What follows belongs to an exercise in optimizing a design on an open flow for small area and a short achievable clock period; a production flow would make more cautious choices. Only the layout flow was run in this run; the RTL was not checked for function there.

[flow/config.mk]
export PLATFORM = sky130hd
export DESIGN_NAME = sensor_trace
export DESIGN_NICKNAME = sensor_trace
export VERILOG_FILES = /design/flow/design.v
export SDC_FILE = /design/flow/constraint.sdc
export NUM_CORES = 4
export LEC_CHECK = 0
export CAP_MARGIN = 20
export CORE_MARGIN = 2
export CORE_UTILIZATION = 30
export CTS_BUF_LIST = sky130_fd_sc_hd__clkbuf_8
export PLACE_DENSITY = 0.45
export SETUP_SLACK_MARGIN = 4.2
export SLEW_MARGIN = 20
export SYNTH_HIERARCHICAL = 1
export SYNTH_MINIMUM_KEEP_SIZE = 0
[flow/constraint.sdc]
create_clock -name core_clock -period 10.0 [get_ports {clk}]
set_input_delay 2.0000 -clock core_clock [delete_from_list [all_inputs] [get_ports {clk}]]
set_output_delay 2.0000 -clock core_clock [all_outputs]
set_load 0.01 [all_outputs]
[flow/design.v]
module sensor_trace # (parameter DW=512)
(
    input clk, resetn,
    input[31:0] cycles_per_frame,
    input[31:0] frame_header,
    input[7:0]  tracer_value,
    input[7:0]  tracer_enable,
    input[2:0]  tracer_index,
    output[31:0] rd_tracer_cell,
    input[31:0] wr_tracer_cell,
    input       wr_tracer_cell_wstrobe,
    input      [DW-1:0] lvds_in,
    output     [DW-1:0] lvds_out,
    output sof
);
localparam NB = DW/8;
reg [31:0] cell0, cell1, cell2, cell3, cell4, cell5, cell6, cell7;
wire [7:0] idx_hot = 8'd1 << tracer_index;
wire [7:0] we = {8{wr_tracer_cell_wstrobe}} & idx_hot;
always @(posedge clk) begin
    if (we[0]) cell0 <= wr_tracer_cell;
    if (we[1]) cell1 <= wr_tracer_cell;
    if (we[2]) cell2 <= wr_tracer_cell;
    if (we[3]) cell3 <= wr_tracer_cell;
    if (we[4]) cell4 <= wr_tracer_cell;
    if (we[5]) cell5 <= wr_tracer_cell;
    if (we[6]) cell6 <= wr_tracer_cell;
    if (we[7]) cell7 <= wr_tracer_cell;
end
sensor_trace_rdmux u_rdmux (
    .hot(idx_hot),
    .c0(cell0), .c1(cell1), .c2(cell2), .c3(cell3),
    .c4(cell4), .c5(cell5), .c6(cell6), .c7(cell7),
    .rd(rd_tracer_cell)
);
wire [31:0] cells [0:7];
assign cells[0] = cell0; assign cells[1] = cell1;
assign cells[2] = cell2; assign cells[3] = cell3;
assign cells[4] = cell4; assign cells[5] = cell5;
assign cells[6] = cell6; assign cells[7] = cell7;
reg [31:0] fc;
wire fc_lo = (fc[31:2] == 30'd0);
reg [7:0] hb;
always @* begin
    case (fc[1:0])
        2'd0: hb = frame_header[7:0];
        2'd1: hb = frame_header[15:8];
        2'd2: hb = frame_header[23:16];
        default: hb = frame_header[31:24];
    endcase
end
genvar b;
wire [7:0] lane_all1, lane_all0;
sensor_trace_lanes u_lanes (.w(lvds_in), .all1(lane_all1), .all0(lane_all0));
wire hmatch = &((hb & lane_all1) | (~hb & lane_all0));
wire [31:0] fc_inc = fc + 32'd1;
wire fc_end;
sensor_trace_eq32 u_end (.a(fc_inc), .b(cycles_per_frame), .eq(fc_end));
wire fc_clear = ~resetn | (fc_lo ? ~hmatch : fc_end);
wire [31:0] fc_next = fc_clear ? 32'd0 : fc_inc;
always @(posedge clk)
    fc <= fc_next;
assign sof = (fc == 32'd4);
wire fc_hi0 = (fc[31:26] == 6'd0);
wire [7:0] mq;
genvar i, h;
for (i = 0; i < 8; i = i + 1) begin : g_mq
    sensor_trace_match u_match (.fc(fc[25:0]), .fc_hi0(fc_hi0), .c(cells[i][31:6]), .m(mq[i]));
end
wire [63:0] nhi, nlo;
for (i = 0; i < 8; i = i + 1) begin : g_tr
    for (h = 0; h < 8; h = h + 1) begin : g_hl
        wire grp = mq[i] & (cells[i][5:3] == h);
        sensor_trace_gate u_gate (.en(tracer_enable[i]), .grp(grp), .nhi(nhi[8*h + i]));
        assign nlo[8*h + i] = ~(cells[i][2:0] == h);
    end
end
wire [7:0] ntv = ~tracer_value;
for (b = 0; b < NB; b = b + 1) begin : g_byte
    sensor_trace_byte u_byte (
        .nhi(nhi[8*(b/8) +: 8]), .nlo(nlo[8*(b%8) +: 8]),
        .ntv(ntv), .din(lvds_in[8*b +: 8]), .dout(lvds_out[8*b +: 8])
    );
end
endmodule
module sensor_trace_match
(
    input [25:0] fc,
    input        fc_hi0,
    input [25:0] c,
    output       m
);
assign m = fc_hi0 & (fc == c);
endmodule
module sensor_trace_byte
(
    input [7:0] nhi,
    input [7:0] nlo,
    input [7:0] ntv,
    input [7:0] din,
    output [7:0] dout
);
wire ns;
sensor_trace_bsel u_sel (.nhi(nhi), .nlo(nlo), .ns(ns));
sensor_trace_bmux u_mux (.ns(ns), .ntv(ntv), .din(din), .dout(dout));
endmodule
module sensor_trace_bsel
(
    input [7:0] nhi,
    input [7:0] nlo,
    output ns
);
assign ns = ~|(~nhi & ~nlo);
endmodule
module sensor_trace_bmux
(
    input ns,
    input [7:0] ntv,
    input [7:0] din,
    output [7:0] dout
);
assign dout = ns ? din : ~ntv;
endmodule
module sensor_trace_lanes
(
    input  [511:0] w,
    output [7:0]   all1,
    output [7:0]   all0
);
genvar k, b;
for (k = 0; k < 8; k = k + 1) begin : g_lane
    wire [63:0] lane;
    for (b = 0; b < 64; b = b + 1) begin : g_bit
        assign lane[b] = w[8*b + k];
    end
    assign all1[k] = &lane;
    assign all0[k] = ~|lane;
end
endmodule
module sensor_trace_rdmux
(
    input  [7:0]  hot,
    input  [31:0] c0, c1, c2, c3, c4, c5, c6, c7,
    output [31:0] rd
);
assign rd = ({32{hot[0]}} & c0) | ({32{hot[1]}} & c1)
          | ({32{hot[2]}} & c2) | ({32{hot[3]}} & c3)
          | ({32{hot[4]}} & c4) | ({32{hot[5]}} & c5)
          | ({32{hot[6]}} & c6) | ({32{hot[7]}} & c7);
endmodule
module sensor_trace_gate
(
    input  en,
    input  grp,
    output nhi
);
assign nhi = ~(en & grp);
endmodule
module sensor_trace_eq32
(
    input  [31:0] a,
    input  [31:0] b,
    output        eq
);
assign eq = (a == b);
endmodule
[flow/flow/run.sh]
#!/bin/bash
# ORFS layout through the standard.sh, with these changes:
# - synthesis: the standard script, with ABC's mapping script swapped
#   per module (flow/abc_override.tcl);
# - port buffers made from the smallest buffer cell (buffer_ports otherwise
#   picks a delay cell);
# - IO pins allowed on every routing track, and the data bus pins ordered
#   byte by byte (flow/pins.tcl).
set -euo pipefail
here=$PWD
export MY_ABC_AREA="$here/flow/abc_area.script"
export MY_ABC_MAP="$here/flow/abc_map.script"
export BUFFER_PORTS_ARGS="-buffer_cell sky130_fd_sc_hd__buf_1"
export PLACE_PINS_ARGS="-min_distance 1 -min_distance_in_tracks"
export PRE_IO_PLACEMENT_TCL="$here/flow/pins.tcl"
cat flow/abc_override.tcl synth_recipe.tcl > my_synth.tcl
sed "s#SYNTH_SCRIPT=[^ ]*#SYNTH_SCRIPT=$here/my_synth.tcl#" standard.sh > my_standard.sh
grep -q "SYNTH_SCRIPT=$here/my_synth.tcl" my_standard.sh
bash my_standard.sh > standard_flow.log 2>&1
[flow/flow/abc_area.script]
strash
dch
amap
topo
stime -c
[flow/flow/abc_map.script]
&get -n
&st
&dch
&nf
&put
topo
stime -c
[flow/flow/abc_override.tcl]
# Prepended to the standard synthesis script: the technology mapping of
# the combinational logic uses an area-oriented ABC script (MY_ABC_AREA) for
# the top module and the per-byte stamping modules, a plain delay-oriented
# mapping without gate sizing (MY_ABC_MAP) for the header lane trees, the
# read mux and the enable gates, and ORFS's own speed script for the
# equality comparators. Flip-flop mapping and everything else is unchanged.
proc abc {args} {
  set i [lsearch $args -script]
  if {$i < 0} { yosys abc {*}$args; return }
  foreach {sel script} [list \
      sensor_trace_match {} \
      sensor_trace_eq32 {} \
      sensor_trace_lanes $::env(MY_ABC_MAP) \
      sensor_trace_rdmux $::env(MY_ABC_MAP) \
      sensor_trace_gate $::env(MY_ABC_MAP) \
      sensor_trace_bsel $::env(MY_ABC_AREA) \
      sensor_trace_bmux $::env(MY_ABC_AREA) \
      sensor_trace_byte $::env(MY_ABC_AREA) \
      sensor_trace $::env(MY_ABC_AREA)] {
    set a $args
    if {$script ne {}} { lset a [expr {$i + 1}] $script }
    yosys abc {*}$a $sel
  }
}
[flow/flow/pins.tcl]
# Byte-sliced IO pin order: 16 bytes of the data bus per die edge, each bit's
# input pin next to its output pin, so every byte's stamping mux can sit
# right behind its own pins.
set sides {bottom right top left}
for {set s 0} {$s < 4} {incr s} {
  set names {}
  for {set b [expr {16 * $s}]} {$b < 16 * ($s + 1)} {incr b} {
    for {set k 0} {$k < 8} {incr k} {
      set j [expr {8 * $b + $k}]
      lappend names "lvds_in\[$j\]" "lvds_out\[$j\]"
    }
  }
  set_io_pin_constraint -region [lindex $sides $s]:* -pin_names $names -group -order
}
[flow/standard.sh]
#!/bin/bash
# synth_recipe.tcl (not shown) runs the flow's synth.tcl, then flattens the netlist and writes it again
# the make line also repeats each setting of config.mk as NAME=value (left out here)
make -C /OpenROAD-flow-scripts/flow DESIGN_CONFIG=/design/flow/config.mk WORK_HOME=/design/flow/orfs CLKGATE_MAP_FILE= SYNTH_SCRIPT=/design/flow/synth_recipe.tcl "${@:-finish}"
==> insert_results.sql <==
INSERT INTO impl_metrics (metric_group, metric, value, unit) VALUES
('run_status', 'outcome', 'stopped before the end', ''),
('run_status', 'failed_stage', '5_1_grt', ''),
('run_status', 'error', '[ERROR GRT-0116] Global routing finished with congestion. Check the congestion regions in the DRC Viewer.', ''),
('cts', 'number_of_buffers_added_by_the_clock_tree_synthesis_step', '49', ''),
('placement', 'dp.final_hpwl', '130', 'mm'),
('cts', 'htreeDepth', '2', ''),
('placement', 'port_buffers', '1174', ''),
('global_route', 'globalRouteOverflowTotal', '1', ''),
('die', 'chipWidth', '282', 'um'),
('yosys', 'netlist_area', '0.0233', 'mm^2'),
('yosys', 'syn-mean-instance-area', '7.80', 'um^2'),
('die', 'initial_utilization', '30.2', '%'),
('yosys', 'synth_seq_area_share', '35.8', '%'),
('die', 'core.rowCount', '102', ''),
('global_route', 'grt_usage', '42.2', '%'),
('cts', 'tritoncts_sinks', '288', ''),
('cts', 'max-clock-path-buffers', '3', ''),
('cts', 'clock-root-buffer', 'sky130_fd_sc_hd__clkbuf_8', ''),
('yosys', 'synth.area.top_cells', 'sky130_fd_sc_hd__edfxtp_1, sky130_fd_sc_hd__o21ai_0, sky130_fd_sc_hd__nand2_1, sky130_fd_sc_hd__xnor2_1, sky130_fd_sc_hd__o22ai_1', ''),
('yosys', 'ys.warnings.count', '7', ''),
('placement', 'globalplace.congestion', '1.19', ''),
('yosys', 'yosys.cell_types.count', '27', ''),
('global_route', 'grt_pass1_wl', '237', 'mm'),
('cts', 'cts-hold-fix-buffers', '0', ''),
('yosys', 'yosys_register_bits', '288', ''),
('yosys', 'synth_fp_nets', '3618', ''),
('global_route', 'grt_pass1_vias', '33205', ''),
('yosys', 'netlist.top_cell.by_area', 'sky130_fd_sc_hd__edfxtp_1', ''),
('yosys', 'postSynthCellCount', '2984', ''),
('global_route', 'pin_count_of_the_biggest_net_entering_global_routing', '65', ''),
('die', 'design.portCount', '1175', ''),
('yosys', 'synth_top_area_share', '33.0', '%'),
('die', 'chipHeight', '282', 'um');
[per-layer routing]
metal,GRT overflow,track usage (%)
met1,0,48.5
met2,1,64.0
met3,0,16.4
met4,0,29.9
met5,0,0.244
[repair_timing]
item | CTS
gates resized for setup | 1119
pin swaps | 130
gates cloned | 25
setup buffers | 5
endpoints found under the setup margin | 575
[power groups by stage]
stage	Sequential (mW)	Clock, mW	Combinational, mW
3_3_place_gp	1.41	0	0.678
3_5_place_dp	1.40	0	0.678
4_1_cts	1.38	1.07	0.727
2_1_floorplan	1.39	0	0.272
[per-stage QoR]
step / cell area (um^2) / utilization (%) / cells / setup WS, ns / hold slack, ns
after CTS: 34500 / 44.7 / 5411 / 3.97 / 0.575
after detailed placement: 30200 / 39.2 / 5292 / 3.12 / 0.560
after global placement: 30200 / 39.2 / 5291 / 3.19 / 0.547
after floorplan: 23300 / - / 2984 / 4.10 / 0.528
[modules after synthesis, one instance, submodules excluded, excerpt]
module	flops+latches	copies in the design
sensor_trace	288	1
sensor_trace_lanes	0	1
sensor_trace_rdmux	0	1
sensor_trace_eq32	0	1
sensor_trace_match	0	8
sensor_trace_bmux	0	64
sensor_trace_bsel	0	64
sensor_trace_gate	0	64
[kinds of logic after synthesis]
kind of cell	share of synthesized area, %
and+or+nand+nor	29.8
AOI/OAI and AO/OA	23.5
DFF	35.8
adders and majority gates	0.215
xor gates and xnor gates	9.15
buffers and inverters	1.55
[synthesized netlist by cell type, drive strengths merged]
library cell	instances
nor3	16
o21ai	522
nand4	247
nor4	266
edfxtp	256
o32ai	8
nand2	633
ha	4
nand2b	8
a22oi	130
nand3	62
nor2b	29
a22o	8
or2	2
a21boi	1
dfxtp	32
and4	8
xnor2	208
or3	18
or4	11
clkinv	96
o31ai	1
nor2	104
xor2	35
o22ai	267
a21oi	12
[how the worst min path moves through the flow]
stage | to | from | cells past startpoint
2_1_floorplan | fc[28] | fc[28] | 2
3_3_place_gp | fc[28] | fc[28] | 2
3_5_place_dp | fc[30] | fc[30] | 3
4_1_cts | fc[28] | fc[28] | 2
